Context: an optimization exercise on an open-source flow, tuned for small area and a short achievable clock period. The choices shown serve that exercise and are no tape-out recipe. Function was checked by simulation only, so behaviour that the tests miss may differ from the original. Power is estimated from default activity; no workload was simulated.

// xcore
module xcore (
      input             clk,
      input             rst,
      output reg [8:0]  pc,
      input [31:0]      instruction,
      output            ram_sel,
      output            ram_we,
      output [8:0]      ram_addr,
      output [31:0]     ram_wdata,
      input [31:0]      ram_rdata,
      output            trap
      );
For scale: ~2700 cells after synthesis, about 590 flip-flops, about 120 I/O pins, about 28000 µm² of cells after synthesis.
==> flow/config.mk <==
export PLATFORM = sky130hd
export DESIGN_NAME = xcore
export DESIGN_NICKNAME = xcore
export VERILOG_FILES = /design/flow/design.v
export SDC_FILE = /design/flow/constraint.sdc
export NUM_CORES = 4
export LEC_CHECK = 0
export ABC_AREA = 1
export CAP_MARGIN = 20
export CORE_MARGIN = 2
export CORE_UTILIZATION = 55
export SETUP_SLACK_MARGIN = 3.5
export SLEW_MARGIN = 20
export TNS_END_PERCENT = 5
==> flow/constraint.sdc <==
create_clock -name core_clock -period 8.5 [get_ports {clk}]
set_input_delay 1.7000 -clock core_clock [delete_from_list [all_inputs] [get_ports {clk}]]
set_output_delay 1.7000 -clock core_clock [all_outputs]
set_load 0.01 [all_outputs]
standard.sh (not shown) runs the stock make flow with config.mk's settings and CLKGATE_MAP_FILE= SYNTH_SCRIPT=/design/flow/synth_recipe.tcl, a recipe that flattens the netlist after the stock synthesis.
==> flow/flow/run.sh <==
#!/bin/bash
# The standard ORFS layout (standard.sh), with extra ORFS settings:
# plain buffers on the ports and no dummy loads in the clock tree.
# make's output goes to flow_make.log; each ORFS step keeps its own log
# under orfs/logs/.
set -euo pipefail
bash standard.sh \
  "BUFFER_PORTS_ARGS=-buffer_cell sky130_fd_sc_hd__buf_2" \
  "CTS_ARGS=-sink_clustering_enable -repair_clock_nets -dont_use_dummy_load -buf_list sky130_fd_sc_hd__clkbuf_8 -sink_clustering_size 18 -sink_clustering_max_diameter 60" \
  finish > flow_make.log 2>&1
Next try:
==> flow/run.sh (new file) <==
#!/bin/bash
# synth_recipe.tcl (not shown) runs the flow's synth.tcl, then flattens the netlist and writes it again
# the make line also repeats each setting of config.mk as NAME=value (left out here)
make -C /OpenROAD-flow-scripts/flow DESIGN_CONFIG=/design/flow/config.mk WORK_HOME=/design/flow/orfs CLKGATE_MAP_FILE= SYNTH_SCRIPT=/design/flow/synth_recipe.tcl finish
Settings changed: CTS_BUF_LIST set to sky130_fd_sc_hd__clkbuf_8.
removed: flow/flow/run.sh
removed: flow/standard.sh
The changed run completed without violations.
Count of clock-buffer cells in the layout increases by 57.
Cell area is higher by 6.5%.
Combinational power goes up by about 5%.
Flip-flop and latch count is unchanged.
Register-to-register slack barely changes.

* * *

xcore, a different RTL version from the one above (not shown whole).
Size in the first run: ~2900 cells after synthesis, about 630 flip-flops, ~29000 um2 of cells after synthesis.
Settings: LEC_CHECK=0, ABC_AREA=1, CAP_MARGIN=20, CORE_MARGIN=2, CORE_UTILIZATION=55, SETUP_SLACK_MARGIN=3.8, SLEW_MARGIN=20, TNS_END_PERCENT=5; clock period 8.5 ns.
==> flow/flow/run.sh <==
#!/bin/bash
# The standard ORFS layout (standard.sh), with extra ORFS settings:
# plain buffers on the ports and no dummy loads in the clock tree.
# make's output goes to flow_make.log; each ORFS step keeps its own log
# under orfs/logs/.
set -euo pipefail
bash standard.sh \
  "BUFFER_PORTS_ARGS=-buffer_cell sky130_fd_sc_hd__buf_2" \
  "CTS_ARGS=-sink_clustering_enable -repair_clock_nets -dont_use_dummy_load -buf_list sky130_fd_sc_hd__clkbuf_8" \
  finish > flow_make.log 2>&1
Then changed:
--- a/flow/config.mk
+++ b/flow/config.mk
@@ -12 +12 @@
-export SETUP_SLACK_MARGIN = 3.8
+export SETUP_SLACK_MARGIN = 3.9
@@ -14 +14 @@
-export TNS_END_PERCENT = 5
+export TNS_END_PERCENT = 100
What happened: The changed run completed with no timing, DRC or antenna violations. Design area rises by about 4%. Total power rises by 5.0%. Global-route usage rises by 1.5 points. Clock-buffer cell count falls by 2. Cell count rises by about 1.3%. Worst setup slack gains 0.28 ns. Area after synthesis stays the same.
Then changed:
--- a/flow/config.mk
+++ b/flow/config.mk
@@ -8 +8 @@
-export ABC_AREA = 1
+export ABC_AREA = 0
=> Combinational power grows by 28%. Sequential cell count is unchanged. Clock power came out higher by about 3%. Via count goes down by 3.0%. Utilization rises by 2.1 points. Cell count falls by 4.7%. Power rose by about 13%.

## separate check: timing with driven ports
No port has a modelled driver above. Below, the same layouts with a new extraction and two added sets of constraints.
Step 1 assumes that a clkbuf_16 drives the clock port and a buf_2 every other input.
Step 2 moves the port delays by t, midway between the first and last clock arrival at a register: inputs arrive t later, outputs are due t later. That takes back most of the time a late clock gives input paths.
Slacks: ideal / step 1 / step 2; pairs: ideal / step 1.
run	t (ns)	setup slack, ns	clock arrival spread, ns	worst data-port slew with drivers (ns)	cell pins on the clock port's net
the first run of note 1	0.720	3.537 / 3.531 / 2.842	0.098 / 0.098	0.07	1
the second run of note 1	0.740	3.433 / 3.405 / 2.737	0.033 / 0.033	0.07	1
the first run of note 2	0.718	3.565 / 3.539 / 3.200	0.057 / 0.057	0.12	1
the second run of note 2	0.715	3.844 / 3.665 / 3.317	0.082 / 0.082	0.20	1
the third run of note 2	0.725	3.298 / 3.244 / 3.281	0.085 / 0.085	0.09	1
After both steps every run listed still meets setup and hold. The setup slack of the second run of note 1, which loses most, moves by -0.028 ns with the drivers and by -0.696 ns with both steps.
